What follows belongs to an exercise in optimizing a design on an open flow for small area, a short achievable clock period and few clock cycles per item; a production flow would make more cautious choices. The RTL was checked by simulation tests, not by an equivalence proof against the original design.

===== flow/run.sh =====
#!/bin/bash
# synth_recipe.tcl (not shown) runs the flow's synth.tcl, then flattens the netlist and writes it again
# the make line also repeats each setting of config.mk as NAME=value (left out here)
make -C /OpenROAD-flow-scripts/flow DESIGN_CONFIG=/design/flow/config.mk WORK_HOME=/design/flow/orfs CLKGATE_MAP_FILE= SYNTH_SCRIPT=/design/flow/synth_recipe.tcl finish

===== flow/config.mk =====
export PLATFORM = sky130hd
export DESIGN_NAME = ahb_lite_fir_filter
export DESIGN_NICKNAME = ahb_lite_fir_filter
export VERILOG_FILES = /design/flow/design.v
export SDC_FILE = /design/flow/constraint.sdc
export NUM_CORES = 4
export LEC_CHECK = 0
export CAP_MARGIN = 20
export CORE_MARGIN = 2
export CORE_UTILIZATION = 40
export SETUP_SLACK_MARGIN = 5
export SLEW_MARGIN = 20

===== flow/constraint.sdc =====
create_clock -name core_clock -period 11.0 [get_ports {clk}]
set_input_delay 2.2000 -clock core_clock [delete_from_list [all_inputs] [get_ports {clk}]]
set_output_delay 2.2000 -clock core_clock [all_outputs]
set_load 0.01 [all_outputs]

===== flow/design.v =====
module mul_csa (
  input  wire [15:0] x,
  input  wire [8:0]  one,
  input  wire [8:0]  two,
  input  wire [7:0]  neg,
  output wire [30:0] a,
  output wire [30:0] b
);
  wire pp0_0 = ((one[0] & x[0])) ^ neg[0];
  wire pp0_1 = ((one[0] & x[1]) | (two[0] & x[0])) ^ neg[0];
  wire pp0_2 = ((one[0] & x[2]) | (two[0] & x[1])) ^ neg[0];
  wire pp0_3 = ((one[0] & x[3]) | (two[0] & x[2])) ^ neg[0];
  wire pp0_4 = ((one[0] & x[4]) | (two[0] & x[3])) ^ neg[0];
  wire pp0_5 = ((one[0] & x[5]) | (two[0] & x[4])) ^ neg[0];
  wire pp0_6 = ((one[0] & x[6]) | (two[0] & x[5])) ^ neg[0];
  wire pp0_7 = ((one[0] & x[7]) | (two[0] & x[6])) ^ neg[0];
  wire pp0_8 = ((one[0] & x[8]) | (two[0] & x[7])) ^ neg[0];
  wire pp0_9 = ((one[0] & x[9]) | (two[0] & x[8])) ^ neg[0];
  wire pp0_10 = ((one[0] & x[10]) | (two[0] & x[9])) ^ neg[0];
  wire pp0_11 = ((one[0] & x[11]) | (two[0] & x[10])) ^ neg[0];
  wire pp0_12 = ((one[0] & x[12]) | (two[0] & x[11])) ^ neg[0];
  wire pp0_13 = ((one[0] & x[13]) | (two[0] & x[12])) ^ neg[0];
  wire pp0_14 = ((one[0] & x[14]) | (two[0] & x[13])) ^ neg[0];
  wire pp0_15 = ((one[0] & x[15]) | (two[0] & x[14])) ^ neg[0];
  wire pp0_16 = ((two[0] & x[15])) ^ neg[0];
  wire ns0 = ~neg[0];
  wire pp1_0 = ((one[1] & x[0])) ^ neg[1];
  wire pp1_1 = ((one[1] & x[1]) | (two[1] & x[0])) ^ neg[1];
  wire pp1_2 = ((one[1] & x[2]) | (two[1] & x[1])) ^ neg[1];
  wire pp1_3 = ((one[1] & x[3]) | (two[1] & x[2])) ^ neg[1];
  wire pp1_4 = ((one[1] & x[4]) | (two[1] & x[3])) ^ neg[1];
  wire pp1_5 = ((one[1] & x[5]) | (two[1] & x[4])) ^ neg[1];
  wire pp1_6 = ((one[1] & x[6]) | (two[1] & x[5])) ^ neg[1];
  wire pp1_7 = ((one[1] & x[7]) | (two[1] & x[6])) ^ neg[1];
  wire pp1_8 = ((one[1] & x[8]) | (two[1] & x[7])) ^ neg[1];
  wire pp1_9 = ((one[1] & x[9]) | (two[1] & x[8])) ^ neg[1];
  wire pp1_10 = ((one[1] & x[10]) | (two[1] & x[9])) ^ neg[1];
  wire pp1_11 = ((one[1] & x[11]) | (two[1] & x[10])) ^ neg[1];
  wire pp1_12 = ((one[1] & x[12]) | (two[1] & x[11])) ^ neg[1];
  wire pp1_13 = ((one[1] & x[13]) | (two[1] & x[12])) ^ neg[1];
  wire pp1_14 = ((one[1] & x[14]) | (two[1] & x[13])) ^ neg[1];
  wire pp1_15 = ((one[1] & x[15]) | (two[1] & x[14])) ^ neg[1];
  wire pp1_16 = ((two[1] & x[15])) ^ neg[1];
  wire ns1 = ~neg[1];
  wire pp2_0 = ((one[2] & x[0])) ^ neg[2];
  wire pp2_1 = ((one[2] & x[1]) | (two[2] & x[0])) ^ neg[2];
  wire pp2_2 = ((one[2] & x[2]) | (two[2] & x[1])) ^ neg[2];
  wire pp2_3 = ((one[2] & x[3]) | (two[2] & x[2])) ^ neg[2];
  wire pp2_4 = ((one[2] & x[4]) | (two[2] & x[3])) ^ neg[2];
  wire pp2_5 = ((one[2] & x[5]) | (two[2] & x[4])) ^ neg[2];
  wire pp2_6 = ((one[2] & x[6]) | (two[2] & x[5])) ^ neg[2];
  wire pp2_7 = ((one[2] & x[7]) | (two[2] & x[6])) ^ neg[2];
  wire pp2_8 = ((one[2] & x[8]) | (two[2] & x[7])) ^ neg[2];
  wire pp2_9 = ((one[2] & x[9]) | (two[2] & x[8])) ^ neg[2];
  wire pp2_10 = ((one[2] & x[10]) | (two[2] & x[9])) ^ neg[2];
  wire pp2_11 = ((one[2] & x[11]) | (two[2] & x[10])) ^ neg[2];
  wire pp2_12 = ((one[2] & x[12]) | (two[2] & x[11])) ^ neg[2];
  wire pp2_13 = ((one[2] & x[13]) | (two[2] & x[12])) ^ neg[2];
  wire pp2_14 = ((one[2] & x[14]) | (two[2] & x[13])) ^ neg[2];
  wire pp2_15 = ((one[2] & x[15]) | (two[2] & x[14])) ^ neg[2];
  wire pp2_16 = ((two[2] & x[15])) ^ neg[2];
  wire ns2 = ~neg[2];
  wire pp3_0 = ((one[3] & x[0])) ^ neg[3];
  wire pp3_1 = ((one[3] & x[1]) | (two[3] & x[0])) ^ neg[3];
  wire pp3_2 = ((one[3] & x[2]) | (two[3] & x[1])) ^ neg[3];
  wire pp3_3 = ((one[3] & x[3]) | (two[3] & x[2])) ^ neg[3];
  wire pp3_4 = ((one[3] & x[4]) | (two[3] & x[3])) ^ neg[3];
  wire pp3_5 = ((one[3] & x[5]) | (two[3] & x[4])) ^ neg[3];
  wire pp3_6 = ((one[3] & x[6]) | (two[3] & x[5])) ^ neg[3];
  wire pp3_7 = ((one[3] & x[7]) | (two[3] & x[6])) ^ neg[3];
  wire pp3_8 = ((one[3] & x[8]) | (two[3] & x[7])) ^ neg[3];
  wire pp3_9 = ((one[3] & x[9]) | (two[3] & x[8])) ^ neg[3];
  wire pp3_10 = ((one[3] & x[10]) | (two[3] & x[9])) ^ neg[3];
  wire pp3_11 = ((one[3] & x[11]) | (two[3] & x[10])) ^ neg[3];
  wire pp3_12 = ((one[3] & x[12]) | (two[3] & x[11])) ^ neg[3];
  wire pp3_13 = ((one[3] & x[13]) | (two[3] & x[12])) ^ neg[3];
  wire pp3_14 = ((one[3] & x[14]) | (two[3] & x[13])) ^ neg[3];
  wire pp3_15 = ((one[3] & x[15]) | (two[3] & x[14])) ^ neg[3];
  wire pp3_16 = ((two[3] & x[15])) ^ neg[3];
  wire ns3 = ~neg[3];
  wire pp4_0 = ((one[4] & x[0])) ^ neg[4];
  wire pp4_1 = ((one[4] & x[1]) | (two[4] & x[0])) ^ neg[4];
  wire pp4_2 = ((one[4] & x[2]) | (two[4] & x[1])) ^ neg[4];
  wire pp4_3 = ((one[4] & x[3]) | (two[4] & x[2])) ^ neg[4];
  wire pp4_4 = ((one[4] & x[4]) | (two[4] & x[3])) ^ neg[4];
  wire pp4_5 = ((one[4] & x[5]) | (two[4] & x[4])) ^ neg[4];
  wire pp4_6 = ((one[4] & x[6]) | (two[4] & x[5])) ^ neg[4];
  wire pp4_7 = ((one[4] & x[7]) | (two[4] & x[6])) ^ neg[4];
  wire pp4_8 = ((one[4] & x[8]) | (two[4] & x[7])) ^ neg[4];
  wire pp4_9 = ((one[4] & x[9]) | (two[4] & x[8])) ^ neg[4];
  wire pp4_10 = ((one[4] & x[10]) | (two[4] & x[9])) ^ neg[4];
  wire pp4_11 = ((one[4] & x[11]) | (two[4] & x[10])) ^ neg[4];
  wire pp4_12 = ((one[4] & x[12]) | (two[4] & x[11])) ^ neg[4];
  wire pp4_13 = ((one[4] & x[13]) | (two[4] & x[12])) ^ neg[4];
  wire pp4_14 = ((one[4] & x[14]) | (two[4] & x[13])) ^ neg[4];
  wire pp4_15 = ((one[4] & x[15]) | (two[4] & x[14])) ^ neg[4];
  wire pp4_16 = ((two[4] & x[15])) ^ neg[4];
  wire ns4 = ~neg[4];
  wire pp5_0 = ((one[5] & x[0])) ^ neg[5];
  wire pp5_1 = ((one[5] & x[1]) | (two[5] & x[0])) ^ neg[5];
  wire pp5_2 = ((one[5] & x[2]) | (two[5] & x[1])) ^ neg[5];
  wire pp5_3 = ((one[5] & x[3]) | (two[5] & x[2])) ^ neg[5];
  wire pp5_4 = ((one[5] & x[4]) | (two[5] & x[3])) ^ neg[5];
  wire pp5_5 = ((one[5] & x[5]) | (two[5] & x[4])) ^ neg[5];
  wire pp5_6 = ((one[5] & x[6]) | (two[5] & x[5])) ^ neg[5];
  wire pp5_7 = ((one[5] & x[7]) | (two[5] & x[6])) ^ neg[5];
  wire pp5_8 = ((one[5] & x[8]) | (two[5] & x[7])) ^ neg[5];
  wire pp5_9 = ((one[5] & x[9]) | (two[5] & x[8])) ^ neg[5];
  wire pp5_10 = ((one[5] & x[10]) | (two[5] & x[9])) ^ neg[5];
  wire pp5_11 = ((one[5] & x[11]) | (two[5] & x[10])) ^ neg[5];
  wire pp5_12 = ((one[5] & x[12]) | (two[5] & x[11])) ^ neg[5];
  wire pp5_13 = ((one[5] & x[13]) | (two[5] & x[12])) ^ neg[5];
  wire pp5_14 = ((one[5] & x[14]) | (two[5] & x[13])) ^ neg[5];
  wire pp5_15 = ((one[5] & x[15]) | (two[5] & x[14])) ^ neg[5];
  wire pp5_16 = ((two[5] & x[15])) ^ neg[5];
  wire ns5 = ~neg[5];
  wire pp6_0 = ((one[6] & x[0])) ^ neg[6];
  wire pp6_1 = ((one[6] & x[1]) | (two[6] & x[0])) ^ neg[6];
  wire pp6_2 = ((one[6] & x[2]) | (two[6] & x[1])) ^ neg[6];
  wire pp6_3 = ((one[6] & x[3]) | (two[6] & x[2])) ^ neg[6];
  wire pp6_4 = ((one[6] & x[4]) | (two[6] & x[3])) ^ neg[6];
  wire pp6_5 = ((one[6] & x[5]) | (two[6] & x[4])) ^ neg[6];
  wire pp6_6 = ((one[6] & x[6]) | (two[6] & x[5])) ^ neg[6];
  wire pp6_7 = ((one[6] & x[7]) | (two[6] & x[6])) ^ neg[6];
  wire pp6_8 = ((one[6] & x[8]) | (two[6] & x[7])) ^ neg[6];
  wire pp6_9 = ((one[6] & x[9]) | (two[6] & x[8])) ^ neg[6];
  wire pp6_10 = ((one[6] & x[10]) | (two[6] & x[9])) ^ neg[6];
  wire pp6_11 = ((one[6] & x[11]) | (two[6] & x[10])) ^ neg[6];
  wire pp6_12 = ((one[6] & x[12]) | (two[6] & x[11])) ^ neg[6];
  wire pp6_13 = ((one[6] & x[13]) | (two[6] & x[12])) ^ neg[6];
  wire pp6_14 = ((one[6] & x[14]) | (two[6] & x[13])) ^ neg[6];
  wire pp6_15 = ((one[6] & x[15]) | (two[6] & x[14])) ^ neg[6];
  wire pp6_16 = ((two[6] & x[15])) ^ neg[6];
  wire ns6 = ~neg[6];
  wire pp7_0 = ((one[7] & x[0])) ^ neg[7];
  wire pp7_1 = ((one[7] & x[1]) | (two[7] & x[0])) ^ neg[7];
  wire pp7_2 = ((one[7] & x[2]) | (two[7] & x[1])) ^ neg[7];
  wire pp7_3 = ((one[7] & x[3]) | (two[7] & x[2])) ^ neg[7];
  wire pp7_4 = ((one[7] & x[4]) | (two[7] & x[3])) ^ neg[7];
  wire pp7_5 = ((one[7] & x[5]) | (two[7] & x[4])) ^ neg[7];
  wire pp7_6 = ((one[7] & x[6]) | (two[7] & x[5])) ^ neg[7];
  wire pp7_7 = ((one[7] & x[7]) | (two[7] & x[6])) ^ neg[7];
  wire pp7_8 = ((one[7] & x[8]) | (two[7] & x[7])) ^ neg[7];
  wire pp7_9 = ((one[7] & x[9]) | (two[7] & x[8])) ^ neg[7];
  wire pp7_10 = ((one[7] & x[10]) | (two[7] & x[9])) ^ neg[7];
  wire pp7_11 = ((one[7] & x[11]) | (two[7] & x[10])) ^ neg[7];
  wire pp7_12 = ((one[7] & x[12]) | (two[7] & x[11])) ^ neg[7];
  wire pp7_13 = ((one[7] & x[13]) | (two[7] & x[12])) ^ neg[7];
  wire pp7_14 = ((one[7] & x[14]) | (two[7] & x[13])) ^ neg[7];
  wire pp7_15 = ((one[7] & x[15]) | (two[7] & x[14])) ^ neg[7];
  wire pp7_16 = ((two[7] & x[15])) ^ neg[7];
  wire ns7 = ~neg[7];
  wire pp8_0 = one[8] & x[0];
  wire pp8_1 = one[8] & x[1];
  wire pp8_2 = one[8] & x[2];
  wire pp8_3 = one[8] & x[3];
  wire pp8_4 = one[8] & x[4];
  wire pp8_5 = one[8] & x[5];
  wire pp8_6 = one[8] & x[6];
  wire pp8_7 = one[8] & x[7];
  wire pp8_8 = one[8] & x[8];
  wire pp8_9 = one[8] & x[9];
  wire pp8_10 = one[8] & x[10];
  wire pp8_11 = one[8] & x[11];
  wire pp8_12 = one[8] & x[12];
  wire pp8_13 = one[8] & x[13];
  wire pp8_14 = one[8] & x[14];
  wire pp8_15 = one[8] & x[15];
  wire s1 = pp0_10 ^ pp1_8;
  wire c2 = pp0_10 & pp1_8;
  wire s3 = pp0_11 ^ pp1_9;
  wire c4 = pp0_11 & pp1_9;
  wire s5 = pp0_12 ^ pp1_10 ^ pp2_8;
  wire c6 = (pp0_12 & pp1_10) | (pp2_8 & (pp0_12 ^ pp1_10));
  wire s7 = pp3_6 ^ pp4_4;
  wire c8 = pp3_6 & pp4_4;
  wire s9 = pp0_13 ^ pp1_11 ^ pp2_9;
  wire c10 = (pp0_13 & pp1_11) | (pp2_9 & (pp0_13 ^ pp1_11));
  wire s11 = pp3_7 ^ pp4_5;
  wire c12 = pp3_7 & pp4_5;
  wire s13 = pp0_14 ^ pp1_12 ^ pp2_10;
  wire c14 = (pp0_14 & pp1_12) | (pp2_10 & (pp0_14 ^ pp1_12));
  wire s15 = pp3_8 ^ pp4_6 ^ pp5_4;
  wire c16 = (pp3_8 & pp4_6) | (pp5_4 & (pp3_8 ^ pp4_6));
  wire s17 = pp6_2 ^ pp7_0;
  wire c18 = pp6_2 & pp7_0;
  wire s19 = pp0_15 ^ pp1_13 ^ pp2_11;
  wire c20 = (pp0_15 & pp1_13) | (pp2_11 & (pp0_15 ^ pp1_13));
  wire s21 = pp3_9 ^ pp4_7 ^ pp5_5;
  wire c22 = (pp3_9 & pp4_7) | (pp5_5 & (pp3_9 ^ pp4_7));
  wire s23 = pp6_3 ^ pp7_1;
  wire c24 = pp6_3 & pp7_1;
  wire s25 = pp0_16 ^ pp1_14 ^ pp2_12;
  wire c26 = (pp0_16 & pp1_14) | (pp2_12 & (pp0_16 ^ pp1_14));
  wire s27 = pp3_10 ^ pp4_8 ^ pp5_6;
  wire c28 = (pp3_10 & pp4_8) | (pp5_6 & (pp3_10 ^ pp4_8));
  wire s29 = pp6_4 ^ pp7_2 ^ pp8_0;
  wire c30 = (pp6_4 & pp7_2) | (pp8_0 & (pp6_4 ^ pp7_2));
  wire s31 = neg[0] ^ pp1_15 ^ pp2_13;
  wire c32 = (neg[0] & pp1_15) | (pp2_13 & (neg[0] ^ pp1_15));
  wire s33 = pp3_11 ^ pp4_9 ^ pp5_7;
  wire c34 = (pp3_11 & pp4_9) | (pp5_7 & (pp3_11 ^ pp4_9));
  wire s35 = pp6_5 ^ pp7_3 ^ pp8_1;
  wire c36 = (pp6_5 & pp7_3) | (pp8_1 & (pp6_5 ^ pp7_3));
  wire s37 = neg[0] ^ pp1_16 ^ pp2_14;
  wire c38 = (neg[0] & pp1_16) | (pp2_14 & (neg[0] ^ pp1_16));
  wire s39 = pp3_12 ^ pp4_10 ^ pp5_8;
  wire c40 = (pp3_12 & pp4_10) | (pp5_8 & (pp3_12 ^ pp4_10));
  wire s41 = pp6_6 ^ pp7_4 ^ pp8_2;
  wire c42 = (pp6_6 & pp7_4) | (pp8_2 & (pp6_6 ^ pp7_4));
  wire s43 = ns0 ^ ns1 ^ pp2_15;
  wire c44 = (ns0 & ns1) | (pp2_15 & (ns0 ^ ns1));
  wire s45 = pp3_13 ^ pp4_11 ^ pp5_9;
  wire c46 = (pp3_13 & pp4_11) | (pp5_9 & (pp3_13 ^ pp4_11));
  wire s47 = pp6_7 ^ pp7_5 ^ pp8_3;
  wire c48 = (pp6_7 & pp7_5) | (pp8_3 & (pp6_7 ^ pp7_5));
  wire s49 = 1'b1 ^ pp2_16 ^ pp3_14;
  wire c50 = (1'b1 & pp2_16) | (pp3_14 & (1'b1 ^ pp2_16));
  wire s51 = pp4_12 ^ pp5_10 ^ pp6_8;
  wire c52 = (pp4_12 & pp5_10) | (pp6_8 & (pp4_12 ^ pp5_10));
  wire s53 = pp7_6 ^ pp8_4;
  wire c54 = pp7_6 & pp8_4;
  wire s55 = ns2 ^ pp3_15 ^ pp4_13;
  wire c56 = (ns2 & pp3_15) | (pp4_13 & (ns2 ^ pp3_15));
  wire s57 = pp5_11 ^ pp6_9 ^ pp7_7;
  wire c58 = (pp5_11 & pp6_9) | (pp7_7 & (pp5_11 ^ pp6_9));
  wire s59 = 1'b1 ^ pp3_16 ^ pp4_14;
  wire c60 = (1'b1 & pp3_16) | (pp4_14 & (1'b1 ^ pp3_16));
  wire s61 = pp5_12 ^ pp6_10;
  wire c62 = pp5_12 & pp6_10;
  wire s63 = ns3 ^ pp4_15 ^ pp5_13;
  wire c64 = (ns3 & pp4_15) | (pp5_13 & (ns3 ^ pp4_15));
  wire s65 = 1'b1 ^ pp4_16;
  wire c66 = 1'b1 & pp4_16;
  wire s67 = pp0_6 ^ pp1_4;
  wire c68 = pp0_6 & pp1_4;
  wire s69 = pp0_7 ^ pp1_5;
  wire c70 = pp0_7 & pp1_5;
  wire s71 = pp0_8 ^ pp1_6 ^ pp2_4;
  wire c72 = (pp0_8 & pp1_6) | (pp2_4 & (pp0_8 ^ pp1_6));
  wire s73 = pp3_2 ^ pp4_0;
  wire c74 = pp3_2 & pp4_0;
  wire s75 = pp0_9 ^ pp1_7 ^ pp2_5;
  wire c76 = (pp0_9 & pp1_7) | (pp2_5 & (pp0_9 ^ pp1_7));
  wire s77 = pp3_3 ^ pp4_1;
  wire c78 = pp3_3 & pp4_1;
  wire s79 = pp2_6 ^ pp3_4 ^ pp4_2;
  wire c80 = (pp2_6 & pp3_4) | (pp4_2 & (pp2_6 ^ pp3_4));
  wire s81 = pp5_0 ^ neg[5] ^ s1;
  wire c82 = (pp5_0 & neg[5]) | (s1 & (pp5_0 ^ neg[5]));
  wire s83 = pp2_7 ^ pp3_5 ^ pp4_3;
  wire c84 = (pp2_7 & pp3_5) | (pp4_3 & (pp2_7 ^ pp3_5));
  wire s85 = pp5_1 ^ c2 ^ s3;
  wire c86 = (pp5_1 & c2) | (s3 & (pp5_1 ^ c2));
  wire s87 = pp5_2 ^ pp6_0 ^ neg[6];
  wire c88 = (pp5_2 & pp6_0) | (neg[6] & (pp5_2 ^ pp6_0));
  wire s89 = c4 ^ s5 ^ s7;
  wire c90 = (c4 & s5) | (s7 & (c4 ^ s5));
  wire s91 = pp5_3 ^ pp6_1 ^ c6;
  wire c92 = (pp5_3 & pp6_1) | (c6 & (pp5_3 ^ pp6_1));
  wire s93 = c8 ^ s9 ^ s11;
  wire c94 = (c8 & s9) | (s11 & (c8 ^ s9));
  wire s95 = neg[7] ^ c10 ^ c12;
  wire c96 = (neg[7] & c10) | (c12 & (neg[7] ^ c10));
  wire s97 = s13 ^ s15 ^ s17;
  wire c98 = (s13 & s15) | (s17 & (s13 ^ s15));
  wire s99 = c14 ^ c16 ^ c18;
  wire c100 = (c14 & c16) | (c18 & (c14 ^ c16));
  wire s101 = s19 ^ s21 ^ s23;
  wire c102 = (s19 & s21) | (s23 & (s19 ^ s21));
  wire s103 = c20 ^ c22 ^ c24;
  wire c104 = (c20 & c22) | (c24 & (c20 ^ c22));
  wire s105 = s25 ^ s27 ^ s29;
  wire c106 = (s25 & s27) | (s29 & (s25 ^ s27));
  wire s107 = c26 ^ c28 ^ c30;
  wire c108 = (c26 & c28) | (c30 & (c26 ^ c28));
  wire s109 = s31 ^ s33 ^ s35;
  wire c110 = (s31 & s33) | (s35 & (s31 ^ s33));
  wire s111 = c32 ^ c34 ^ c36;
  wire c112 = (c32 & c34) | (c36 & (c32 ^ c34));
  wire s113 = s37 ^ s39 ^ s41;
  wire c114 = (s37 & s39) | (s41 & (s37 ^ s39));
  wire s115 = c38 ^ c40 ^ c42;
  wire c116 = (c38 & c40) | (c42 & (c38 ^ c40));
  wire s117 = s43 ^ s45 ^ s47;
  wire c118 = (s43 & s45) | (s47 & (s43 ^ s45));
  wire s119 = c44 ^ c46 ^ c48;
  wire c120 = (c44 & c46) | (c48 & (c44 ^ c46));
  wire s121 = s49 ^ s51 ^ s53;
  wire c122 = (s49 & s51) | (s53 & (s49 ^ s51));
  wire s123 = pp8_5 ^ c50 ^ c52;
  wire c124 = (pp8_5 & c50) | (c52 & (pp8_5 ^ c50));
  wire s125 = c54 ^ s55 ^ s57;
  wire c126 = (c54 & s55) | (s57 & (c54 ^ s55));
  wire s127 = pp7_8 ^ pp8_6 ^ c56;
  wire c128 = (pp7_8 & pp8_6) | (c56 & (pp7_8 ^ pp8_6));
  wire s129 = c58 ^ s59 ^ s61;
  wire c130 = (c58 & s59) | (s61 & (c58 ^ s59));
  wire s131 = pp6_11 ^ pp7_9 ^ pp8_7;
  wire c132 = (pp6_11 & pp7_9) | (pp8_7 & (pp6_11 ^ pp7_9));
  wire s133 = c60 ^ c62 ^ s63;
  wire c134 = (c60 & c62) | (s63 & (c60 ^ c62));
  wire s135 = pp5_14 ^ pp6_12 ^ pp7_10;
  wire c136 = (pp5_14 & pp6_12) | (pp7_10 & (pp5_14 ^ pp6_12));
  wire s137 = pp8_8 ^ c64 ^ s65;
  wire c138 = (pp8_8 & c64) | (s65 & (pp8_8 ^ c64));
  wire s139 = ns4 ^ pp5_15 ^ pp6_13;
  wire c140 = (ns4 & pp5_15) | (pp6_13 & (ns4 ^ pp5_15));
  wire s141 = pp7_11 ^ pp8_9 ^ c66;
  wire c142 = (pp7_11 & pp8_9) | (c66 & (pp7_11 ^ pp8_9));
  wire s143 = 1'b1 ^ pp5_16 ^ pp6_14;
  wire c144 = (1'b1 & pp5_16) | (pp6_14 & (1'b1 ^ pp5_16));
  wire s145 = pp7_12 ^ pp8_10;
  wire c146 = pp7_12 & pp8_10;
  wire s147 = ns5 ^ pp6_15 ^ pp7_13;
  wire c148 = (ns5 & pp6_15) | (pp7_13 & (ns5 ^ pp6_15));
  wire s149 = 1'b1 ^ pp6_16;
  wire c150 = 1'b1 & pp6_16;
  wire s151 = pp0_4 ^ pp1_2;
  wire c152 = pp0_4 & pp1_2;
  wire s153 = pp0_5 ^ pp1_3;
  wire c154 = pp0_5 & pp1_3;
  wire s155 = pp2_2 ^ pp3_0 ^ neg[3];
  wire c156 = (pp2_2 & pp3_0) | (neg[3] & (pp2_2 ^ pp3_0));
  wire s157 = pp2_3 ^ pp3_1 ^ c68;
  wire c158 = (pp2_3 & pp3_1) | (c68 & (pp2_3 ^ pp3_1));
  wire s159 = neg[4] ^ c70 ^ s71;
  wire c160 = (neg[4] & c70) | (s71 & (neg[4] ^ c70));
  wire s161 = c72 ^ c74 ^ s75;
  wire c162 = (c72 & c74) | (s75 & (c72 ^ c74));
  wire s163 = c76 ^ c78 ^ s79;
  wire c164 = (c76 & c78) | (s79 & (c76 ^ c78));
  wire s165 = c80 ^ c82 ^ s83;
  wire c166 = (c80 & c82) | (s83 & (c80 ^ c82));
  wire s167 = c84 ^ c86 ^ s87;
  wire c168 = (c84 & c86) | (s87 & (c84 ^ c86));
  wire s169 = c88 ^ c90 ^ s91;
  wire c170 = (c88 & c90) | (s91 & (c88 ^ c90));
  wire s171 = c92 ^ c94 ^ s95;
  wire c172 = (c92 & c94) | (s95 & (c92 ^ c94));
  wire s173 = c96 ^ c98 ^ s99;
  wire c174 = (c96 & c98) | (s99 & (c96 ^ c98));
  wire s175 = c100 ^ c102 ^ s103;
  wire c176 = (c100 & c102) | (s103 & (c100 ^ c102));
  wire s177 = c104 ^ c106 ^ s107;
  wire c178 = (c104 & c106) | (s107 & (c104 ^ c106));
  wire s179 = c108 ^ c110 ^ s111;
  wire c180 = (c108 & c110) | (s111 & (c108 ^ c110));
  wire s181 = c112 ^ c114 ^ s115;
  wire c182 = (c112 & c114) | (s115 & (c112 ^ c114));
  wire s183 = c116 ^ c118 ^ s119;
  wire c184 = (c116 & c118) | (s119 & (c116 ^ c118));
  wire s185 = c120 ^ c122 ^ s123;
  wire c186 = (c120 & c122) | (s123 & (c120 ^ c122));
  wire s187 = c124 ^ c126 ^ s127;
  wire c188 = (c124 & c126) | (s127 & (c124 ^ c126));
  wire s189 = c128 ^ c130 ^ s131;
  wire c190 = (c128 & c130) | (s131 & (c128 ^ c130));
  wire s191 = c132 ^ c134 ^ s135;
  wire c192 = (c132 & c134) | (s135 & (c132 ^ c134));
  wire s193 = c136 ^ c138 ^ s139;
  wire c194 = (c136 & c138) | (s139 & (c136 ^ c138));
  wire s195 = c140 ^ c142 ^ s143;
  wire c196 = (c140 & c142) | (s143 & (c140 ^ c142));
  wire s197 = pp8_11 ^ c144 ^ c146;
  wire c198 = (pp8_11 & c144) | (c146 & (pp8_11 ^ c144));
  wire s199 = pp7_14 ^ pp8_12 ^ c148;
  wire c200 = (pp7_14 & pp8_12) | (c148 & (pp7_14 ^ pp8_12));
  wire s201 = ns6 ^ pp7_15 ^ pp8_13;
  wire c202 = (ns6 & pp7_15) | (pp8_13 & (ns6 ^ pp7_15));
  wire s203 = 1'b1 ^ pp7_16;
  wire c204 = 1'b1 & pp7_16;
  wire s205 = pp0_2 ^ pp1_0;
  wire c206 = pp0_2 & pp1_0;
  wire s207 = pp0_3 ^ pp1_1;
  wire c208 = pp0_3 & pp1_1;
  wire s209 = pp2_0 ^ neg[2] ^ s151;
  wire c210 = (pp2_0 & neg[2]) | (s151 & (pp2_0 ^ neg[2]));
  wire s211 = pp2_1 ^ c152 ^ s153;
  wire c212 = (pp2_1 & c152) | (s153 & (pp2_1 ^ c152));
  wire s213 = s67 ^ c154 ^ s155;
  wire c214 = (s67 & c154) | (s155 & (s67 ^ c154));
  wire s215 = s69 ^ c156 ^ s157;
  wire c216 = (s69 & c156) | (s157 & (s69 ^ c156));
  wire s217 = s73 ^ c158 ^ s159;
  wire c218 = (s73 & c158) | (s159 & (s73 ^ c158));
  wire s219 = s77 ^ c160 ^ s161;
  wire c220 = (s77 & c160) | (s161 & (s77 ^ c160));
  wire s221 = s81 ^ c162 ^ s163;
  wire c222 = (s81 & c162) | (s163 & (s81 ^ c162));
  wire s223 = s85 ^ c164 ^ s165;
  wire c224 = (s85 & c164) | (s165 & (s85 ^ c164));
  wire s225 = s89 ^ c166 ^ s167;
  wire c226 = (s89 & c166) | (s167 & (s89 ^ c166));
  wire s227 = s93 ^ c168 ^ s169;
  wire c228 = (s93 & c168) | (s169 & (s93 ^ c168));
  wire s229 = s97 ^ c170 ^ s171;
  wire c230 = (s97 & c170) | (s171 & (s97 ^ c170));
  wire s231 = s101 ^ c172 ^ s173;
  wire c232 = (s101 & c172) | (s173 & (s101 ^ c172));
  wire s233 = s105 ^ c174 ^ s175;
  wire c234 = (s105 & c174) | (s175 & (s105 ^ c174));
  wire s235 = s109 ^ c176 ^ s177;
  wire c236 = (s109 & c176) | (s177 & (s109 ^ c176));
  wire s237 = s113 ^ c178 ^ s179;
  wire c238 = (s113 & c178) | (s179 & (s113 ^ c178));
  wire s239 = s117 ^ c180 ^ s181;
  wire c240 = (s117 & c180) | (s181 & (s117 ^ c180));
  wire s241 = s121 ^ c182 ^ s183;
  wire c242 = (s121 & c182) | (s183 & (s121 ^ c182));
  wire s243 = s125 ^ c184 ^ s185;
  wire c244 = (s125 & c184) | (s185 & (s125 ^ c184));
  wire s245 = s129 ^ c186 ^ s187;
  wire c246 = (s129 & c186) | (s187 & (s129 ^ c186));
  wire s247 = s133 ^ c188 ^ s189;
  wire c248 = (s133 & c188) | (s189 & (s133 ^ c188));
  wire s249 = s137 ^ c190 ^ s191;
  wire c250 = (s137 & c190) | (s191 & (s137 ^ c190));
  wire s251 = s141 ^ c192 ^ s193;
  wire c252 = (s141 & c192) | (s193 & (s141 ^ c192));
  wire s253 = s145 ^ c194 ^ s195;
  wire c254 = (s145 & c194) | (s195 & (s145 ^ c194));
  wire s255 = s147 ^ c196 ^ s197;
  wire c256 = (s147 & c196) | (s197 & (s147 ^ c196));
  wire s257 = s149 ^ c198 ^ s199;
  wire c258 = (s149 & c198) | (s199 & (s149 ^ c198));
  wire s259 = c150 ^ c200 ^ s201;
  wire c260 = (c150 & c200) | (s201 & (c150 ^ c200));
  wire s261 = pp8_14 ^ c202 ^ s203;
  wire c262 = (pp8_14 & c202) | (s203 & (pp8_14 ^ c202));
  assign a[0] = pp0_0;
  assign b[0] = neg[0];
  assign a[1] = pp0_1;
  assign b[1] = 1'b0;
  assign a[2] = neg[1];
  assign b[2] = s205;
  assign a[3] = c206;
  assign b[3] = s207;
  assign a[4] = c208;
  assign b[4] = s209;
  assign a[5] = c210;
  assign b[5] = s211;
  assign a[6] = c212;
  assign b[6] = s213;
  assign a[7] = c214;
  assign b[7] = s215;
  assign a[8] = c216;
  assign b[8] = s217;
  assign a[9] = c218;
  assign b[9] = s219;
  assign a[10] = c220;
  assign b[10] = s221;
  assign a[11] = c222;
  assign b[11] = s223;
  assign a[12] = c224;
  assign b[12] = s225;
  assign a[13] = c226;
  assign b[13] = s227;
  assign a[14] = c228;
  assign b[14] = s229;
  assign a[15] = c230;
  assign b[15] = s231;
  assign a[16] = c232;
  assign b[16] = s233;
  assign a[17] = c234;
  assign b[17] = s235;
  assign a[18] = c236;
  assign b[18] = s237;
  assign a[19] = c238;
  assign b[19] = s239;
  assign a[20] = c240;
  assign b[20] = s241;
  assign a[21] = c242;
  assign b[21] = s243;
  assign a[22] = c244;
  assign b[22] = s245;
  assign a[23] = c246;
  assign b[23] = s247;
  assign a[24] = c248;
  assign b[24] = s249;
  assign a[25] = c250;
  assign b[25] = s251;
  assign a[26] = c252;
  assign b[26] = s253;
  assign a[27] = c254;
  assign b[27] = s255;
  assign a[28] = c256;
  assign b[28] = s257;
  assign a[29] = c258;
  assign b[29] = s259;
  assign a[30] = c260;
  assign b[30] = s261;
endmodule
module booth_enc (
    input  wire [15:0] c,
    output wire [8:0]  one,
    output wire [8:0]  two,
    output wire [7:0]  neg
);
    wire [18:0] ce = {2'b00, c, 1'b0};
    genvar j;
    generate
        for (j = 0; j < 9; j = j + 1) begin : g
            wire b2 = ce[2*j+2];
            wire b1 = ce[2*j+1];
            wire b0 = ce[2*j];
            assign one[j] = b1 ^ b0;
            assign two[j] = (b2 & ~b1 & ~b0) | (~b2 & b1 & b0);
            if (j < 8) begin : gn
                assign neg[j] = b2;
            end
        end
    endgenerate
endmodule
module ahb_lite_fir_filter (
    input  wire        clk,
    input  wire        n_rst,
    input  wire        hsel,
    input  wire [3:0]  haddr,
    input  wire        hsize,
    input  wire [1:0]  htrans,
    input  wire        hwrite,
    input  wire [15:0] hwdata,
    output reg  [15:0] hrdata,
    output reg         hresp
);
    wire xfer = hsel & (htrans != 2'b00);
    always @(*) begin
        hresp = 1'b0;
        if (xfer) begin
            if (hwrite) hresp = (haddr[3:2] == 2'b00) | (haddr == 4'd15);
            else        hresp = (haddr == 4'd15);
        end
    end
    wire wr_ok    = xfer & hwrite & (haddr[3:2] != 2'b00) & (haddr != 4'd15);
    wire s_wr_nx  = wr_ok & (haddr[3:1] == 3'd2);
    reg        wv;           
    reg        hw_lo;        
    reg        hw_hi;
    reg [3:0]  wa;
    reg        ws;
    reg [3:0]  ra;           
    reg        rs;
    always @(posedge clk, negedge n_rst) begin
        if (!n_rst) begin
            wv <= 1'b0; hw_lo <= 1'b0; hw_hi <= 1'b0;
        end else begin
            wv    <= wr_ok;
            hw_lo <= s_wr_nx & (hsize | ~haddr[0]);
            hw_hi <= s_wr_nx & (hsize | haddr[0]);
        end
    end
    always @(posedge clk) begin
        wa <= haddr;
        ws <= hsize;
        ra <= haddr;
        rs <= hsize;
    end
    wire w_lo  = ws | ~wa[0];
    wire w_hi  = ws | wa[0];
    wire s_wr  = hw_lo | hw_hi;                        
    wire ld    = wv & (wa == 4'd14) & hwdata[0];       
    wire [3:0] f_wr;
    assign f_wr[0] = wv & (wa[3:1] == 3'd3);
    assign f_wr[1] = wv & (wa[3:1] == 3'd4);
    assign f_wr[2] = wv & (wa[3:1] == 3'd5);
    assign f_wr[3] = wv & (wa[3:1] == 3'd6);
    reg [15:0] F0, F1, F2, F3;       
    reg [15:0] C0, C1, C2, C3;       
    reg [15:0] S, H1, H2;            
    reg [15:0] result;
    reg        err;
    reg [1:0] zf0, zf1, zf2, zf3;    
    reg [1:0] zc0, zc1, zc2, zc3;    
    reg       zs, zh1, zh2, zr;      
    always @(posedge clk, negedge n_rst) begin
        if (!n_rst) begin
            zf0 <= 2'b11; zf1 <= 2'b11; zf2 <= 2'b11; zf3 <= 2'b11;
            zc0 <= 2'b11; zc1 <= 2'b11; zc2 <= 2'b11; zc3 <= 2'b11;
        end else begin
            if (f_wr[0] & w_lo) zf0[0] <= 1'b0;
            if (f_wr[0] & w_hi) zf0[1] <= 1'b0;
            if (f_wr[1] & w_lo) zf1[0] <= 1'b0;
            if (f_wr[1] & w_hi) zf1[1] <= 1'b0;
            if (f_wr[2] & w_lo) zf2[0] <= 1'b0;
            if (f_wr[2] & w_hi) zf2[1] <= 1'b0;
            if (f_wr[3] & w_lo) zf3[0] <= 1'b0;
            if (f_wr[3] & w_hi) zf3[1] <= 1'b0;
            if (ld) begin
                zc0 <= zf0; zc1 <= zf1; zc2 <= zf2; zc3 <= zf3;
            end
        end
    end
    always @(posedge clk) begin
        begin
            if (f_wr[0] & w_lo) F0[7:0]  <= hwdata[7:0];
            if (f_wr[0] & w_hi) F0[15:8] <= hwdata[15:8];
            if (f_wr[1] & w_lo) F1[7:0]  <= hwdata[7:0];
            if (f_wr[1] & w_hi) F1[15:8] <= hwdata[15:8];
            if (f_wr[2] & w_lo) F2[7:0]  <= hwdata[7:0];
            if (f_wr[2] & w_hi) F2[15:8] <= hwdata[15:8];
            if (f_wr[3] & w_lo) F3[7:0]  <= hwdata[7:0];
            if (f_wr[3] & w_hi) F3[15:8] <= hwdata[15:8];
        end
    end
    always @(posedge clk) begin
        if (ld) begin
            C0 <= F0; C1 <= F1; C2 <= F2; C3 <= F3;
        end
    end
    wire [15:0] F0v = {zf0[1] ? 8'd0 : F0[15:8], zf0[0] ? 8'd0 : F0[7:0]};
    wire [15:0] F1v = {zf1[1] ? 8'd0 : F1[15:8], zf1[0] ? 8'd0 : F1[7:0]};
    wire [15:0] F2v = {zf2[1] ? 8'd0 : F2[15:8], zf2[0] ? 8'd0 : F2[7:0]};
    wire [15:0] F3v = {zf3[1] ? 8'd0 : F3[15:8], zf3[0] ? 8'd0 : F3[7:0]};
    wire [15:0] C3v = {zc3[1] ? 8'd0 : C3[15:8], zc3[0] ? 8'd0 : C3[7:0]};
    localparam J_IDLE = 3'd0, J_L3 = 3'd1, J_L2 = 3'd2, J_W2 = 3'd3, J_T1 = 3'd4;
    localparam T_NONE = 3'd0, T_P0 = 3'd5, T_L3 = 3'd1, T_L2 = 3'd2, T_W2 = 3'd3, T_T1 = 3'd4;
    reg        pend;         
    reg        acc_ok;       
    reg [2:0]  jq;           
    reg        shifted;      
    reg        msh;          
    reg [1:0]  mbk;          
    reg [2:0]  tag;          
    reg [2:0]  mop;          
    reg        sx_s, sx_h1, sx_h2;           
    reg        sc0, sc1, sc2, sc3;           
    reg [17:0] ACC;          
    wire complete_now = pend & acc_ok & (tag == T_P0);
    wire step = (mop != T_P0);
    wire gs  = sx_s  & ~zs;
    wire gh1 = sx_h1 & ~zh1;
    wire gh2 = sx_h2 & ~zh2;
    wire [15:0] xo = ({16{gs}} & S) | ({16{gh1}} & H1) | ({16{gh2}} & H2);
    wire [7:0] ca_lo = ({8{sc0 & ~zc0[0]}} & C0[7:0]) | ({8{sc1 & ~zc1[0]}} & C1[7:0])
                     | ({8{sc2 & ~zc2[0]}} & C2[7:0]) | ({8{sc3 & ~zc3[0]}} & C3[7:0]);
    wire [7:0] ca_hi = ({8{sc0 & ~zc0[1]}} & C0[15:8]) | ({8{sc1 & ~zc1[1]}} & C1[15:8])
                     | ({8{sc2 & ~zc2[1]}} & C2[15:8]) | ({8{sc3 & ~zc3[1]}} & C3[15:8]);
    wire [15:0] ca = {ca_hi, ca_lo};
    wire [15:0] xa = {hw_hi ? hwdata[15:8] : xo[15:8], hw_lo ? hwdata[7:0] : xo[7:0]};
    wire [8:0] a_one, a_two;
    wire [7:0] a_neg;
    booth_enc ENCA (.c(ca), .one(a_one), .two(a_two), .neg(a_neg));
    wire [30:0] ma_a, ma_b;
    mul_csa MA (.x(xa), .one(a_one), .two(a_two), .neg(a_neg), .a(ma_a), .b(ma_b));
    reg [30:0] pa, pb;
    always @(posedge clk) begin
        pa <= ma_a;
        pb <= ma_b;
    end
    wire [31:0] U   = {1'b0, pa} + {1'b0, pb};
    wire [15:0] T   = U[30:15];
    wire        w   = U[31];
    wire        cin = U[15] ^ pa[15] ^ pb[15];
    wire [15:0] ph  = pa[30:15];
    wire [15:0] qh  = pb[30:15];
    wire [15:0] nk  = ~ACC[15:0];
    wire [16:0] sv  = {1'b0, ph ^ qh ^ nk};
    wire [16:0] cv  = {(ph & qh) | (ph & nk) | (qh & nk), 1'b0};
    wire [18:0] R2  = {1'b0, sv, cin} + {1'b0, cv, 1'b1};
    wire [17:0] R   = R2[18:1];
    wire ovf3  = ~ACC[17] & ACC[16];
    wire err4  = ACC[17] & (w ? R[17] : (R[17] | R[16]));
    wire err_n = ovf3 | err4;
    wire        a_sub = (tag == T_P0) | (tag == T_L2) | (tag == T_W2);
    wire [17:0] a_op  = (tag == T_W2) ? {2'b00, M3} : (tag == T_L3) ? 18'd0 : ACC;
    wire [18:0] a_s2  = {a_op, 1'b1} + {{2'b00, T} ^ {18{a_sub}}, a_sub};
    wire [17:0] a_sum = a_s2[18:1];
    wire [17:0] nacc4 = {2'b00, T} - ACC;
    wire [15:0] res_n = a_sum[17] ? nacc4[15:0] : a_sum[15:0];
    wire        mb_act = (mbk != 2'd3);
    wire [15:0] xm = ({16{~msh & ~zh1}} & H1) | ({16{msh & ~zh2}} & H2);
    reg  [2:0]  mneg, mone, mtwo;    
    wire [16:0] mg0 = ({17{mone[0]}} & {1'b0, xm}) | ({17{mtwo[0]}} & {xm, 1'b0});
    wire [16:0] mg1 = ({17{mone[1]}} & {1'b0, xm}) | ({17{mtwo[1]}} & {xm, 1'b0});
    wire [16:0] mg2 = ({17{mone[2]}} & {1'b0, xm}) | ({17{mtwo[2]}} & {xm, 1'b0});
    reg         mbp;                 
    reg  [21:0] mbacc;
    wire [15:0] M3 = mbacc[15:0];
    wire [26:0] r0 = {{8{mneg[0]}}, mg0 ^ {17{mneg[0]}}, 1'b0, (mbk != 2'd0) & mbp};
    wire [26:0] r1 = {{6{mneg[1]}}, mg1 ^ {17{mneg[1]}}, 1'b0, mneg[0], 2'b00};
    wire [26:0] r2 = {{4{mneg[2]}}, mg2 ^ {17{mneg[2]}}, 1'b0, mneg[1], 4'b0000};
    wire [26:0] r3 = (mbk == 2'd0) ? 27'd0 : {{6{mbacc[21]}}, mbacc[21:1]};
    wire [26:0] k1s = r0 ^ r1 ^ r2;
    wire [26:0] k1c = {((r0 & r1) | (r0 & r2) | (r1 & r2)), 1'b0};
    wire [26:0] k2s = k1s ^ k1c ^ r3;
    wire [26:0] k2c = {((k1s & k1c) | (k1s & r3) | (k1c & r3)), 1'b0};
    wire [26:0] mbsum = k2s + k2c;
    always @(posedge clk) begin
        if (mb_act) begin
            mbacc <= mbsum[26:5];
            mbp   <= mneg[2];
        end
        if (tag == T_L3 || tag == T_L2 || tag == T_W2 || tag == T_T1) ACC <= a_sum;
    end
    reg [2:0] jq_n;
    always @(*) begin
        if (ld)        jq_n = J_L3;
        else if (step) jq_n = (mop == T_L3) ? J_L2 : (mop == T_T1) ? J_IDLE : J_T1;
        else           jq_n = complete_now ? J_W2 : jq;
    end
    wire [2:0] tag_n    = ld ? T_NONE : mop;
    wire       pend_n   = s_wr | (pend & ~complete_now);
    wire       acc_ok_n = ~ld & ~complete_now & (acc_ok | (tag == T_T1));
    wire       shift_n  = ~ld & ~complete_now & (shifted | s_wr);
    wire [1:0] mbk_n    = (ld | complete_now) ? 2'd0 : (mbk == 2'd3) ? 2'd3 : mbk + 2'd1;
    wire       cpl_nx = pend_n & acc_ok_n & (tag_n == T_P0);
    wire [2:0] jq_nx  = cpl_nx ? J_W2 : jq_n;
    wire       sh_nx  = shift_n & ~cpl_nx;
    reg  [2:0] mop_n;
    always @(*) begin
        if (s_wr_nx) mop_n = T_P0;
        else case (jq_nx)
            J_L3:    mop_n = T_L3;
            J_L2:    mop_n = T_L2;
            J_W2:    mop_n = T_W2;
            J_T1:    mop_n = T_T1;
            default: mop_n = T_P0;
        endcase
    end
    wire [15:0] c3_n = ld ? F3v : C3v;
    wire [18:0] c3e  = {2'b00, c3_n, 1'b0};
    reg  [6:0]  cw;
    always @(*) begin
        case (mbk_n)
            2'd0:    cw = c3e[6:0];
            2'd1:    cw = c3e[12:6];
            default: cw = c3e[18:12];
        endcase
    end
    reg [2:0] mneg_n, mone_n, mtwo_n;
    integer q;
    always @(*) begin
        for (q = 0; q < 3; q = q + 1) begin
            mone_n[q] = cw[2*q+1] ^ cw[2*q];
            mtwo_n[q] = (cw[2*q+2] & ~cw[2*q+1] & ~cw[2*q]) | (~cw[2*q+2] & cw[2*q+1] & cw[2*q]);
            mneg_n[q] = cw[2*q+2];
        end
    end
    always @(posedge clk, negedge n_rst) begin
        if (!n_rst) begin
            mone <= 3'd0; mtwo <= 3'd0; mneg <= 3'd0;
        end else begin
            mone <= mone_n; mtwo <= mtwo_n; mneg <= mneg_n;
        end
    end
    always @(posedge clk, negedge n_rst) begin
        if (!n_rst) begin
            zs <= 1'b1; zh1 <= 1'b1; zh2 <= 1'b1; zr <= 1'b1;
            err <= 1'b0;
            pend <= 1'b0; acc_ok <= 1'b0;
            jq <= J_L3; shifted <= 1'b0; msh <= 1'b0; mbk <= 2'd0; tag <= T_NONE;
            mop <= T_L3;
            sx_s <= 1'b0; sx_h1 <= 1'b0; sx_h2 <= 1'b1;
            sc0 <= 1'b0; sc1 <= 1'b0; sc2 <= 1'b0; sc3 <= 1'b1;
        end else begin
            if (s_wr) begin
                zs  <= 1'b0;
                zh1 <= zs;
                zh2 <= zh1;
            end
            if (complete_now) begin
                err <= err_n;
                zr  <= 1'b0;
            end
            if (ld) err <= 1'b0;
            pend    <= pend_n;
            acc_ok  <= acc_ok_n;
            jq      <= jq_n;
            shifted <= shift_n;
            msh     <= ~ld & ~complete_now & (msh | s_wr);
            mbk     <= mbk_n;
            tag     <= tag_n;
            mop     <= mop_n;
            sx_s    <= (mop_n == T_P0) | ((mop_n == T_T1) & ~sh_nx);
            sx_h1   <= ((mop_n == T_T1) & sh_nx) | (((mop_n == T_L2) | (mop_n == T_W2)) & ~sh_nx);
            sx_h2   <= (mop_n == T_L3) | (((mop_n == T_L2) | (mop_n == T_W2)) & sh_nx);
            sc0     <= (mop_n == T_P0);
            sc1     <= (mop_n == T_T1);
            sc2     <= (mop_n == T_L2) | (mop_n == T_W2);
            sc3     <= (mop_n == T_L3);
        end
    end
    always @(posedge clk) begin
        if (s_wr) begin
            S  <= xa;
            H1 <= S;
            H2 <= H1;
        end
        if (complete_now) result <= res_n;
    end
    wire busy_o = pend & ~complete_now;
    wire err_o  = complete_now ? err_n : err;
    reg [15:0] rv;
    always @(*) begin
        case (ra[3:1])
            3'd0:    rv = {7'd0, err_o, 7'd0, busy_o};
            3'd1:    rv = zr ? 16'd0 : result;
            3'd2:    rv = zs ? 16'd0 : S;
            3'd3:    rv = F0v;
            3'd4:    rv = F1v;
            3'd5:    rv = F2v;
            3'd6:    rv = F3v;
            default: rv = 16'd0;
        endcase
        hrdata[15:8] = (rs | ra[0])  ? rv[15:8] : 8'd0;
        hrdata[7:0]  = (rs | ~ra[0]) ? rv[7:0]  : 8'd0;
    end
endmodule

==> run notes <==
==> metal layers <==
metal	up-vias	routed length, um	part of all wire, %
met4	0	2580	3.0
met5	-	0	0
met2	1168	38500	45
met1	10500	35500	42
li1	9482	-	-
met3	180	8370	9.9
==> state kept, by name, summed over array words and instances (netlist names), 18 cells and up <==
signal,count
pa,31
pb,30
mbacc,22
ACC,18
==> kinds of logic (layout without fill, tap and decap cells) <==
| group | Yosys count | after routing |
|---|---|---|
| AO/OA/AOI/OAI | 855 | 855 |
| AND/OR/NAND/NOR | 480 | 480 |
| buffers and inverters | 480 | 493 |
| flip-flops | 354 | 354 |
| adder cells (fa/ha/maj) | 283 | 283 |
| XOR/XNOR | 149 | 149 |
| multiplexers | 42 | 42 |
==> cell usage in the layout (no fill, tap or decap), types with 20 or more instances in the layout <==
master             n
a22oi_1           84
ha_1             119
nor2_1           102
dfstp_2           24
a21oi_1          178
xnor2_1          103
buf_4             68
a221o_1           27
o21ai_0          189
a21o_1            27
a221oi_1          28
dfxtp_1           60
a31oi_1           20
clkbuf_16         44
fa_1             159
o22ai_1           71
edfxtp_1         233
clkdlybuf4s50_1   41
xor2_1            43
o211ai_1          21
a22o_1            32
nor2b_1           31
dfrtp_1           31
nand2_1          211
inv_1            274
o221ai_1          73
==> cell usage after synthesis (19+ instances only) <==
cell and count:
xnor2_1 104, a22oi_1 84, o21ai_0 191, dfxtp_1 66
a21o_1 27, a221oi_1 30, o211ai_1 21, dfrtp_1 31
nor2_1 104, clkbuf_1 166, a21oi_1 182, mux2i_1 21
inv_1 286, a31oi_1 20, and2_1 19, edfxtp_1 233
nor2b_1 33, xor2_1 43, nand2_1 213, nor3_1 19
dfstp_2 24, o22ai_1 72, a221o_1 27, fa_1 159
a22o_1 32, ha_1 124, o221ai_1 75
==> through the flow <==
step,worst slack (ps),std cells,util (%)
2_1_floorplan,5710,2643,-
3_3_place_gp,4350,3413,42.4
3_5_place_dp,4350,3413,42.4
4_1_cts,4970,3497,45.0
5_1_grt,4870,3511,45.4
6_report,4980,3511,45.4
==> final timing paths <==
kind | from | endpoint | slack (ps) | depth (start not counted)
setup reg to reg | pa[15] | result[5] | 5220 | 21
hold / removal | F0[14] | C0[14] | 450 | 0
hold reg to reg | F0[14] | C0[14] | 450 | 0
min in group asynchronous | n_rst | wv | 1730 | 2
max in group asynchronous | n_rst | mtwo[1] | 8770 | 2
setup / recovery | ACC[6] | hrdata[8] | 4980 | 14
==> final cells by class <==
cell class / count / area [um2] / share of cell area [%]
clock buffer: 55 / 1200 / 4.11
inverter: 299 / 1170 / 4.00
clock inverter: 19 / 239 / 0.817
sequential: 354 / 9730 / 33.3
timing repair buffer: 113 / 978 / 3.34
timing repair inverter: 7 / 40.0 / 0.137
multi-input combinational: 1809 / 14800 / 50.7
tap: 855 / 1070 / 3.66
==> repair_timing <==
item                       CTS  global route
resized for setup           32            25
pin swaps                   22             5
cloned                       1             6
buffers inserted             9             7
hold buffers                 0             0
setup endpoints to repair    4            39
==> impl_metrics.csv <==
group,metric,value,unit
timing,period_needed,6020,ps
detailed_routing,routed_wl,84.9,mm
timing,timing.fmax,0.166,GHz
timing,fin_hold_ws,446,ps
cts,cts_tree,"built",
synth,synth_top_area_share,26.8,%
synth,synth_fp_nets,2953,
cts,cts-htree-levels,2,
global_route,use_met2,39.1,%
timing,clock_skew,38.3,ps
detailed_routing,vias_per_cell,6.07,
setup_path,crit_path_max_fanout,2,
timing,setup_tns,0,ps
synth,synth-edff-count,233,
setup_path,critical_path_class,"reg -> out",
synth,synth_mux_area_share,1.84,%
timing,setup_violations,0,
floorplan,die_h,259,um
timing,finalMaxSlewViolations,0,
floorplan,io_pins,44,
placement,portBuffers,43,
cts,cts_buffers,40,
floorplan,core,64500,um2
setup_path,critPathArrivalTime,3820,ps
synth,ys_seq_elements,354,
placement,placed_area,27400,um2
cts,clock-root-buffer,"clkbuf_16",
synth,ys_top_cells_by_area,"edfxtp_1 (27%), fa_1 (12%), ha_1 (5.9%)",
cts,path_clk_slew,60,ps
detailed_routing,drt_iter0_markers,2963,
setup_path,critical_path.cell_chain,"fa_1, inv_2, ha_4, a21o_1, a211oi_4, o221ai_2, a21oi_2, nor3_2, a2bb2oi_2, o22ai_2, nor3b_4, o31ai_4, a21o_1, buf_2",
global_route,grt_max_degree,57,
floorplan,row_count,93,
finish,fin_area,29300,um2
synth,synth.largest_area_cell,"edfxtp_1",
timing,tightest_slew,1120,ps
floorplan,die_area,67300,um2
cts,clock_latency,600,ps
floorplan,die_w,259,um
synth,syn_inst,2643,
synth,synth-warning-count,1,
global_route,grt_pass1_vias,20700,
cts,cts.sinks,354,
cts,clk_path_buf_depth,3,
synth,ys.flop_type,"edfxtp_1",
synth,syn_avg_cell_area,9.88,um2
timing,hold_viol,0,
timing,fin_crit_sh,54.7,%
min_path,holdCritPathClass,"reg -> reg",
global_route,grt_pass1_wl,127,mm
detailed_routing,vias,21300,
placement,dp_hpwl,61.1,mm
global_route,grt_overflow,0,
setup_path,crit_family,"compound AO/OA/AOI/OAI gates",
floorplan,start_util,40.5,%
global_route,antenna_found_initial,1,
setup_path,critPathMaxStageDelay,520,ps
finish,syn_to_final_growth,12.1,%
detailed_routing,drcViolationCount,0,
detailed_routing,wl_per_cell,24.2,um
synth,synth_fa_ha_area_share,18.1,%
global_route,use_met1,33.8,%
setup_path,slowest_stage,"fa_1",
synth,netlist_area,26100,um2
setup_path,critPathBufInv,2,
synth,ys_types,82,
setup_path,critPathCaptureType,"output pin",
timing,rsz0062_at_grt,"true",
setup_path,critPathRequiredTime,8800,ps
finish,fill_cells,6098,
synth,ys_async_sr_fraction,15.5,%
detailed_routing,dr.pass1.iters,6,
global_route,grt.met3_usage,5.13,%
finish,drive_gt1_share,10.5,%
timing,slew_headroom,25.4,%
setup_path,worst_path_most_repeated_cell,"a21o_1",
global_route,track_usage,24.6,%
global_route,gr-max-usage-layer,"met2",
status,status,"timing/DRC/antenna clean",
finish,nNetsFinal,2934,
synth,synth_xor_area_share,5.10,%
synth,synth_compound_area_share,22.2,%
synth,seq_area_frac_synth,37.2,%
setup_path,cp-start-kind,"flip-flop",
placement,place_congestion,0.943,
finish,antenna_cells,0,
synth,synthSimpleGateAreaFrac,8.52,%
detailed_routing,ant_nets,0,
flow_run,drv_cap,0,
synth,synth_top_family_by_area,"compound AO/OA/AOI/OAI gates",
Testbench counts, summed over its fixed seeds: cycles 4,880, samples 1,600.

[re-timing with driven ports]
Ports are ideal in the flow. The routed layout listed here was re-timed in OpenROAD. Step 1 (the two cells are an assumption about what drives the block):
set clk [get_ports {clk}]
set_driving_cell -lib_cell sky130_fd_sc_hd__clkbuf_16 $clk
set_driving_cell -lib_cell sky130_fd_sc_hd__buf_2 [delete_from_list [all_inputs] $clk]
Step 2 also shifts input and output timing later by t, the mid clock arrival at the registers, as if the neighbouring blocks saw the same clock. Slacks: ideal / step 1 / step 2; pairs: ideal / step 1.
shift t [ns]: 0.648
slack for setup (ns): 4.985 / 4.922 / 4.521
worst register clock-pin slew, ns: 0.07 / 0.07
After both steps this run still meets setup and hold. For this run, drivers alone change the setup slack by -0.063 ns; drivers and shift together by -0.464 ns.
